This design comes from an exercise in tuning for small area, a short achievable clock period and few clock cycles per item on the open sky130 flow, not from production work. RTL that was checked went through simulation tests only; none was proved equivalent to the original.

## circ
module circ(clk,rst,buttonRight,buttonCenter,buttonLeft,inputMultiplier,inputMultiplicand,segments,anode_active,doneFlag);
Size: ~770 cells after synthesis, roughly 21 flip-flops, roughly 33 I/O pins, roughly 5100 sq um of cells after synthesis.
clock: 14.0 ns
lec_check: 0
abc_area: 1
cap_margin: 20
core_margin: 2
core_utilization: 70
slew_margin: 20
run.sh (not shown) runs the stock make flow with config.mk's settings and CLKGATE_MAP_FILE= SYNTH_SCRIPT=/design/flow/synth_recipe.tcl, a recipe that flattens the netlist after the stock synthesis.
The baseline ran to the end with no violations.
Testbench counts at the start, summed over its fixed seeds: cycles 8,000, items 8,000.
==> next run, changes <==
==> flow/flow/run.sh (new file) <==
#!/bin/bash
# Standard layout, with stronger port buffers.
set -euo pipefail
export BUFFER_PORTS_ARGS="-buffer_cell sky130_fd_sc_hd__buf_2"
bash standard.sh > standard_flow.log 2>&1
==> flow/standard.sh (new file) <==
#!/bin/bash
# synth_recipe.tcl (not shown) runs the flow's synth.tcl, then flattens the netlist and writes it again
# the make line also repeats each setting of config.mk as NAME=value (left out here)
make -C /OpenROAD-flow-scripts/flow DESIGN_CONFIG=/design/flow/config.mk WORK_HOME=/design/flow/orfs CLKGATE_MAP_FILE= SYNTH_SCRIPT=/design/flow/synth_recipe.tcl "${@:-finish}"
removed: flow/run.sh
Outcome: The changed run ran to the end with no violations. Non-clock buffer count is unchanged. First-iteration DRC count went up by 6.5%. Final area went down by 2.8%.

v34:
circ, a different RTL version from the one above (not shown whole).
Size in the first run: about 890 cells after synthesis, roughly 21 flip-flops, about 33 I/O pins, ~5600 µm² of cells after synthesis.
==> flow/config.mk <==
export PLATFORM = sky130hd
export DESIGN_NAME = circ
export DESIGN_NICKNAME = circ
export VERILOG_FILES = /design/flow/design.v
export SDC_FILE = /design/flow/constraint.sdc
export NUM_CORES = 4
export LEC_CHECK = 0
export ABC_AREA = 1
export CAP_MARGIN = 20
export CORE_MARGIN = 2
export CORE_UTILIZATION = 70
export SLEW_MARGIN = 20
==> flow/constraint.sdc <==
create_clock -name core_clock -period 14.0 [get_ports {clk}]
set_input_delay 2.8000 -clock core_clock [delete_from_list [all_inputs] [get_ports {clk}]]
set_output_delay 2.8000 -clock core_clock [all_outputs]
set_load 0.01 [all_outputs]
standard.sh (not shown) runs the stock make flow with config.mk's settings and CLKGATE_MAP_FILE= SYNTH_SCRIPT=/design/flow/synth_recipe.tcl, a recipe that flattens the netlist after the stock synthesis.
==> flow/flow/run.sh <==
#!/bin/bash
# Standard layout, with stronger port buffers.
set -euo pipefail
export BUFFER_PORTS_ARGS="-buffer_cell sky130_fd_sc_hd__buf_2"
bash standard.sh > standard_flow.log 2>&1
Every stage of the flow completed for v34, and the final layout passed the timing, DRC and antenna checks.
> inputs changed (v34 -> v28)
==> flow/flow/run.sh <==
#!/bin/bash
# Standard layout, with timing repair asked to leave extra setup slack.
set -euo pipefail
export SETUP_SLACK_MARGIN=10
bash standard.sh > standard_flow.log 2>&1
==> comparison <==
Status: v28 FAILED at clock tree synthesis (tool error)
As far as y dimension of the die is concerned, v34 and v28 perform about the same.
Per the comparison of v28 with v34, post-CTS repair timing setup buffer count went up; final weighted congestion in routability-driven placement went up.
Modified inputs, v38 compared to v28
==> flow/run.sh (new file) <==
#!/bin/bash
# synth_recipe.tcl (not shown) runs the flow's synth.tcl, then flattens the netlist and writes it again
# the make line also repeats each setting of config.mk as NAME=value (left out here)
make -C /OpenROAD-flow-scripts/flow DESIGN_CONFIG=/design/flow/config.mk WORK_HOME=/design/flow/orfs CLKGATE_MAP_FILE= SYNTH_SCRIPT=/design/flow/synth_recipe.tcl finish
removed: flow/flow/run.sh
removed: flow/standard.sh
### Flow results
- Per the comparison of v38 with v28, post-cts sizing count moved down; half-perimeter wire length after placement moved down; width of the die neither gained nor lost much; die extent in y barely changed; number of setup buffers added after CTS shows a reduction of 77.
- v38 against v28: final weighted congestion in routability-driven placement grew by about 0.45%; number of buffers on the longest clock path flat.
- Of v38 and v28, only v38 finishes the flow clean.
Modified inputs, v45 compared to v38
==> flow/flow/run.sh (new file) <==
#!/bin/bash
# Standard layout, with timing repair asked to leave extra setup slack.
set -euo pipefail
export SETUP_SLACK_MARGIN=8
bash standard.sh > standard_flow.log 2>&1
==> flow/standard.sh (new file) <==
#!/bin/bash
# synth_recipe.tcl (not shown) runs the flow's synth.tcl, then flattens the netlist and writes it again
# the make line also repeats each setting of config.mk as NAME=value (left out here)
make -C /OpenROAD-flow-scripts/flow DESIGN_CONFIG=/design/flow/config.mk WORK_HOME=/design/flow/orfs CLKGATE_MAP_FILE= SYNTH_SCRIPT=/design/flow/synth_recipe.tcl "${@:-finish}"
removed: flow/run.sh
### Flow results
Number of top-level pins came out exactly the same in v38 and v45.
v45 vs v38, cell area reported after detailed placement went up by about 5.6%.
Re count of unique library cells instantiated by Yosys: no difference whatsoever between v38 and v45.
Area after synthesis: v45 vs v38 identical
v45 ends up with a minimum setup slack after placement that is 0.014 ns lower than in v38.
Looking across v38 and v45, the single run that reached the end with no open violations was v38.
v45: routability congestion estimate from global placement about 0.65% below v38
Reported for v38 and v45, number of nets in the synthesized netlist turned out identical to the last digit.
Relative to v38, the HPWL reported at the end of detailed placement measured on v45 has increased by a little under 10%.
Per the comparison of v45 with v38, post-CTS setup-driven buffer insertion count shows an increase of 78; post-cts repair resize count shows an increase of 286.
No functional check of the RTL was part of any run of this note.

Another version of the RTL of circ (not shown whole).
==> flow/config.mk <==
export PLATFORM = sky130hd
export DESIGN_NAME = circ
export DESIGN_NICKNAME = circ
export VERILOG_FILES = /design/flow/design.v
export SDC_FILE = /design/flow/constraint.sdc
export NUM_CORES = 4
export LEC_CHECK = 0
export ABC_AREA = 1
export CAP_MARGIN = 20
export CORE_MARGIN = 2
export CORE_UTILIZATION = 70
export SLEW_MARGIN = 20
==> flow/constraint.sdc <==
create_clock -name core_clock -period 14.0 [get_ports {clk}]
set_input_delay 2.8000 -clock core_clock [delete_from_list [all_inputs] [get_ports {clk}]]
set_output_delay 2.8000 -clock core_clock [all_outputs]
set_load 0.01 [all_outputs]
==> flow/flow/run.sh <==
#!/bin/bash
# Standard layout with three changes: stronger port buffers, full adders left
# to ABC instead of fixed adder cells, and an ABC mapping script with a real
# delay target (the ORFS area script has none); the post-CTS timing repair
# aims for extra setup slack.
set -euo pipefail
cp -r "$FLOW_HOME/scripts" scripts_abc
cat > scripts_abc/abc_area.script <<'EOS'
strash
dc2
dch
map -D 4500
topo
stime -c
buffer -c
upsize -c -D 4500
dnsize -c -D 4500
EOS
export SCRIPTS_DIR="$PWD/scripts_abc"
export ADDER_MAP_FILE=
export BUFFER_PORTS_ARGS="-buffer_cell sky130_fd_sc_hd__buf_1"
# timing repair after clock-tree synthesis aims for 6.4 ns of extra setup slack
SETUP_SLACK_MARGIN=6.4 bash standard.sh cts > standard_flow_to_cts.log 2>&1
bash standard.sh > standard_flow.log 2>&1
The starting point went through all stages and came out clean.
Testbench counts at the start, summed over its fixed seeds: cycles 8,000, items 8,000.
Change:
==> flow/flow/run.sh (replaced) <==
#!/bin/bash
# Standard layout with three changes: stronger port buffers, full adders left
# to ABC instead of fixed adder cells, and an ABC mapping script with a real
# delay target (the ORFS area script has none).
set -euo pipefail
cp -r "$FLOW_HOME/scripts" scripts_abc
cat > scripts_abc/abc_area.script <<'EOS'
strash
dc2
dch
map -D 3500
topo
stime -c
buffer -c
upsize -c -D 3500
dnsize -c -D 3500
EOS
export SCRIPTS_DIR="$PWD/scripts_abc"
export ADDER_MAP_FILE=
export BUFFER_PORTS_ARGS="-buffer_cell sky130_fd_sc_hd__buf_2"
bash standard.sh > standard_flow.log 2>&1
Result:
- cell area rose by 3.7%
- synthesized area rose by 5.5%
Change:
--- a/flow/flow/run.sh
+++ b/flow/flow/run.sh
@@ -11 +11,5 @@
-map -D 3500
+map -D 4000
+strash
+dc2
+dch
+map -D 4000
@@ -15,2 +19,2 @@
-upsize -c -D 3500
-dnsize -c -D 3500
+upsize -c -D 4000
+dnsize -c -D 4000
After rerunning: Register-to-register slack gains 150 ps; area after synthesis drops by 3.9%; global-route usage came out higher by 0.34 points; flip-flop and latch count does not change; via count went down by about 1%; clock skew hardly moves; setup slack gains 63 ps.
Change:
--- a/flow/flow/run.sh
+++ b/flow/flow/run.sh
@@ -4 +4,2 @@
-# delay target (the ORFS area script has none).
+# delay target (the ORFS area script has none); the post-CTS timing repair
+# aims for extra setup slack.
@@ -8,4 +8,0 @@
-strash
-dc2
-dch
-map -D 4000
@@ -24,0 +22,2 @@
+# timing repair after clock-tree synthesis aims for 7.2 ns of extra setup slack
+SETUP_SLACK_MARGIN=7.2 bash standard.sh cts > standard_flow_to_cts.log 2>&1
This time the run failed in clock tree synthesis on DPL-0038. Synthesized area came out lower by 0.62%. Synthesized cell count came out lower by 0.39%.

## rev 12
Another version of the RTL of circ (not shown whole).
Size: roughly 860 cells after synthesis, ~33 I/O pins, roughly 4800 sq um of cells after synthesis.
Settings: LEC_CHECK=0, ABC_AREA=1, CAP_MARGIN=20, CORE_MARGIN=2, CORE_UTILIZATION=70, SLEW_MARGIN=20; clock period 14.0 ns.
==> flow/flow/run.sh <==
#!/bin/bash
# Standard layout with three changes: stronger port buffers, full adders left
# to ABC instead of fixed adder cells, and an ABC mapping script with a real
# delay target (the ORFS area script has none).
set -euo pipefail
cp -r "$FLOW_HOME/scripts" scripts_abc
cat > scripts_abc/abc_area.script <<'EOS'
strash
dc2
dch
map -D 4000
topo
stime -c
buffer -c
upsize -c -D 4000
dnsize -c -D 4000
EOS
export SCRIPTS_DIR="$PWD/scripts_abc"
export ADDER_MAP_FILE=
export SETUP_SLACK_MARGIN=6.5
export BUFFER_PORTS_ARGS="-buffer_cell sky130_fd_sc_hd__buf_2"
bash standard.sh > standard_flow.log 2>&1
Rev 12 did not run to completion, as it errored out during global routing (5_1_grt).
For rev 13, these inputs were changed with respect to rev 12:
diff --git a/flow/flow/run.sh b/flow/flow/run.sh
--- a/flow/flow/run.sh
+++ b/flow/flow/run.sh
@@ -9,14 +9,13 @@
 dc2
 dch
-map -D 4000
+map -D 3000
 topo
 stime -c
 buffer -c
-upsize -c -D 4000
-dnsize -c -D 4000
+upsize -c -D 3000
+dnsize -c -D 3000
 EOS
 export SCRIPTS_DIR="$PWD/scripts_abc"
 export ADDER_MAP_FILE=
-export SETUP_SLACK_MARGIN=6.5
 export BUFFER_PORTS_ARGS="-buffer_cell sky130_fd_sc_hd__buf_2"
 bash standard.sh > standard_flow.log 2>&1
==> comparison <==
Synthesized-area fraction occupied by xor and xnor cells ended up 0.65 points higher on rev 13 than on rev 12.
Between rev 12 and rev 13, the flow reports count of unique library cells instantiated by Yosys increasing by a few percent.
Rev 12 → rev 13: starting utilization of the core area ~0 delta, average cell area after synthesis shows an increase of 5.2%.
Synthesized area ended up about 7% higher on rev 13 than on rev 12.
Rev 13 completed every stage of the flow, and the final layout passed the timing, DRC and antenna checks.
Function was not checked in any run of this note: the RTL went through the layout flow alone.

## run 1
RTL: one of the versions met above, not the one the previous note started from.
Size: about 780 cells after synthesis.
==> flow/config.mk <==
export PLATFORM = sky130hd
export DESIGN_NAME = circ
export DESIGN_NICKNAME = circ
export VERILOG_FILES = /design/flow/design.v
export SDC_FILE = /design/flow/constraint.sdc
export NUM_CORES = 4
export LEC_CHECK = 0
export ABC_AREA = 1
export CAP_MARGIN = 20
export CORE_MARGIN = 2
export CORE_UTILIZATION = 70
export SLEW_MARGIN = 20
==> flow/constraint.sdc <==
create_clock -name core_clock -period 14.0 [get_ports {clk}]
set_input_delay 2.8000 -clock core_clock [delete_from_list [all_inputs] [get_ports {clk}]]
set_output_delay 2.8000 -clock core_clock [all_outputs]
set_load 0.01 [all_outputs]
==> flow/flow/run.sh <==
#!/bin/bash
# Standard layout with three changes: stronger port buffers, full adders left
# to ABC instead of fixed adder cells, and an ABC mapping script with a real
# delay target (the ORFS area script has none); the post-CTS timing repair
# aims for extra setup slack.
set -euo pipefail
cp -r "$FLOW_HOME/scripts" scripts_abc
cat > scripts_abc/abc_area.script <<'EOS'
strash
dc2
dch
map -D 4500
topo
stime -c
buffer -c
upsize -c -D 4500
dnsize -c -D 4500
EOS
export SCRIPTS_DIR="$PWD/scripts_abc"
export ADDER_MAP_FILE=
export BUFFER_PORTS_ARGS="-buffer_cell sky130_fd_sc_hd__buf_2"
# timing repair after clock-tree synthesis aims for 6.4 ns of extra setup slack
SETUP_SLACK_MARGIN=6.4 bash standard.sh cts > standard_flow_to_cts.log 2>&1
bash standard.sh > standard_flow.log 2>&1
Testbench counts of run 1, summed over its fixed seeds: cycles 8,000, items 8,000.
Input-level comparison between run 2 and run 1:
-- flow/flow/run.sh --
<<< run 1, line 12
map -D 4500
>>> run 2, line 12
map -D 4000
strash
dc2
dch
map -D 4000
<<< run 1, line 16
upsize -c -D 4500
dnsize -c -D 4500
>>> run 2, line 20
upsize -c -D 4000
dnsize -c -D 4000
<<< run 1, line 22
# timing repair after clock-tree synthesis aims for 6.4 ns of extra setup slack
SETUP_SLACK_MARGIN=6.4 bash standard.sh cts > standard_flow_to_cts.log 2>&1
>>> run 2, line 26
# timing repair after clock-tree synthesis aims for 6.6 ns of extra setup slack
SETUP_SLACK_MARGIN=6.6 bash standard.sh cts > standard_flow_to_cts.log 2>&1
- When run 2 is measured against run 1, its number of cells traversed by the worst register-to-register path turns out 2 lower.
- Run comparison: run 1 capturing instance or port of the critical path segments[2]; run 2 capturing instance or port of the critical path segments[3]
- Run 1 → run 2: detailed-route vias per instance grew by 0.13, hold slack held steady, utilization grew by 1.6 points.
- On clock-pin slew reported for the worst setup and hold paths after clock tree synthesis, run 2 and run 1 are neck and neck.
Inputs modified between run 2 and run 3:
-- flow/flow/run.sh --
<<< run 2, line 4
# delay target (the ORFS area script has none); the post-CTS timing repair
# aims for extra setup slack.
>>> run 3, line 4
# delay target (the ORFS area script has none).
<<< run 2, line 9
strash
dc2
dch
map -D 4000
>>> run 3, line 8
<<< run 2, line 26
# timing repair after clock-tree synthesis aims for 6.6 ns of extra setup slack
SETUP_SLACK_MARGIN=6.6 bash standard.sh cts > standard_flow_to_cts.log 2>&1
>>> run 3, line 21
## What came out
On run 3: met3 layer wire length in the routed design is 3.5% higher than what run 2 gave.
Run 3 does better than run 2 on die area.
Run 2 leaves more setup margin than run 3.
Inputs modified between run 3 and run 4:
-- flow/flow/run.sh --
<<< run 3, line 4
# delay target (the ORFS area script has none).
>>> run 4, line 4
# delay target (the ORFS area script has none); the post-CTS timing repair
# aims for extra setup slack.
<<< run 3, line 11
map -D 4000
>>> run 4, line 12
map -D 4500
<<< run 3, line 15
upsize -c -D 4000
dnsize -c -D 4000
>>> run 4, line 16
upsize -c -D 4500
dnsize -c -D 4500
<<< run 3, line 21
>>> run 4, line 22
# timing repair after clock-tree synthesis aims for 6.6 ns of extra setup slack
SETUP_SLACK_MARGIN=6.6 bash standard.sh cts > standard_flow_to_cts.log 2>&1
Results
sky130_fd_sc_hd__edfxtp_1 as the cell type of the slowest stage on the worst timing path was reported by run 3, and sky130_fd_sc_hd__or2_2 by run 4. Capturing element of the worst setup path = product[9]$_DFFE_PP_: run 4; capturing element of the worst setup path = segments[0]: run 3. Summary — remaining max-slew budget at the tightest pin, run 4 relative to run 3: lower, by 8.8 points. Final hold violation count came out exactly the same in run 4 and run 3. Every run in the comparison, run 4 and run 3, completed the flow with a clean layout. Relative to run 3, worst setup slack increased by 0.34 ns in run 4.
### run 4 -> run 5
==> flow/flow/run.sh <==
#!/bin/bash
# Standard layout with three changes: stronger port buffers, full adders left
# to ABC instead of fixed adder cells, and an ABC mapping script with a real
# delay target (the ORFS area script has none).
set -euo pipefail
cp -r "$FLOW_HOME/scripts" scripts_abc
cat > scripts_abc/abc_area.script <<'EOS'
strash
dc2
if -g
strash
dc2
if -g
strash
dch
map -D 4000
topo
stime -c
buffer -c
upsize -c -D 4000
dnsize -c -D 4000
EOS
export SCRIPTS_DIR="$PWD/scripts_abc"
export ADDER_MAP_FILE=
export BUFFER_PORTS_ARGS="-buffer_cell sky130_fd_sc_hd__buf_2"
bash standard.sh > standard_flow.log 2>&1
[summary]
Run 5 ended with every stage complete and zero timing, DRC or antenna violations. Run 5 against run 4: met3 wire length moved up; number of slew-limit violations in the final report essentially unchanged; depth of the most critical reg-to-reg path lower. [compare] base=run 4 new=run 5: arrival time at the worst endpoint shrank by 2.48 ns; post-placement cell count grew by 22. Going from run 4 to run 5, synthesized cell count grows by 21.
The inputs of run 6 differ from those of run 5 as listed below.
-- flow/flow/run.sh --
<<< run 5, line 4
# delay target (the ORFS area script has none).
>>> run 6, line 4
# delay target (the ORFS area script has none); the post-CTS timing repair
# aims for extra setup slack.
<<< run 5, line 10
if -g
strash
dc2
if -g
strash
>>> run 6, line 11
<<< run 5, line 16
map -D 4000
>>> run 6, line 12
map -D 5000
<<< run 5, line 20
upsize -c -D 4000
dnsize -c -D 4000
>>> run 6, line 16
upsize -c -D 5000
dnsize -c -D 5000
<<< run 5, line 26
>>> run 6, line 22
# timing repair after clock-tree synthesis aims for 6.4 ns of extra setup slack
SETUP_SLACK_MARGIN=6.4 bash standard.sh cts > standard_flow_to_cts.log 2>&1
==> comparison <==
- Going from run 5 to run 6, count of buffers not belonging to the clock network in the layout grew by more than 10%.
- NOTE routed metal-1 wirelength run 5->run 6 decreased slightly
- Non-clock buffering overhead in the final layout up 0.86 points in run 6 wrt run 5
- In the metrics for run 6 and run 5, the one carrying the lower netlist area before placement is run 6.
- The hold slack in run 6 sits 0.0041 ns above the value recorded for run 5.
- As far as critical path's largest stage delay is concerned, run 5 and run 6 perform about the same.
- For data required time at the worst endpoint, run 5 and run 6 come out practically identical.

[what the ideal ports hide]
How much do the figures lean on ideal ports? The routed layouts below were timed once more, with nothing changed but the port constraints.
Step 1: set_driving_cell puts a clkbuf_16 on clk and a buf_2 on each other input, an assumption about the parent block.
Step 2 also shifts input and output timing later by t, the mid clock arrival at the registers, as if the neighbouring blocks saw the same clock.
a / b / c = ideal ports / drivers / drivers and shift; a / b = the first two.
run | t, ns | slack for setup (ns) | worst setup path at the end
the first run of note 1 | 0.287 | 5.874 / 5.879 / 5.592 | input to register
the second run of note 1 | 0.285 | 6.395 / 6.405 / 6.120 | input to register
v34 | 0.290 | 6.091 / 6.062 / 6.080 | input to register
v38 | 0.292 | 5.558 / 5.567 / 5.274 | input to register
the first run of note 3 | 0.295 | 6.185 / 6.156 / 6.024 | input to register
the second run of note 3 | 0.287 | 6.141 / 6.114 / 6.402 | register to output
the third run of note 3 | 0.294 | 6.204 / 6.176 / 6.470 | register to output
rev 13 | 0.282 | 6.161 / 6.136 / 6.418 | register to output
run 1 | 0.285 | 6.257 / 6.231 / 6.106 | input to register
run 2 | 0.299 | 6.320 / 6.293 / 6.530 | input to register
run 3 | 0.295 | 5.983 / 5.954 / 6.191 | input to register
run 4 | 0.283 | 6.323 / 6.326 / 6.042 | input to register
run 5 | 0.290 | 6.004 / 5.976 / 6.267 | register to output
run 6 | 0.296 | 6.273 / 6.245 / 6.014 | input to register
After both steps every run listed still meets setup and hold. For v38, which loses most, drivers alone change the setup slack by +0.009 ns; drivers and shift together by -0.284 ns.
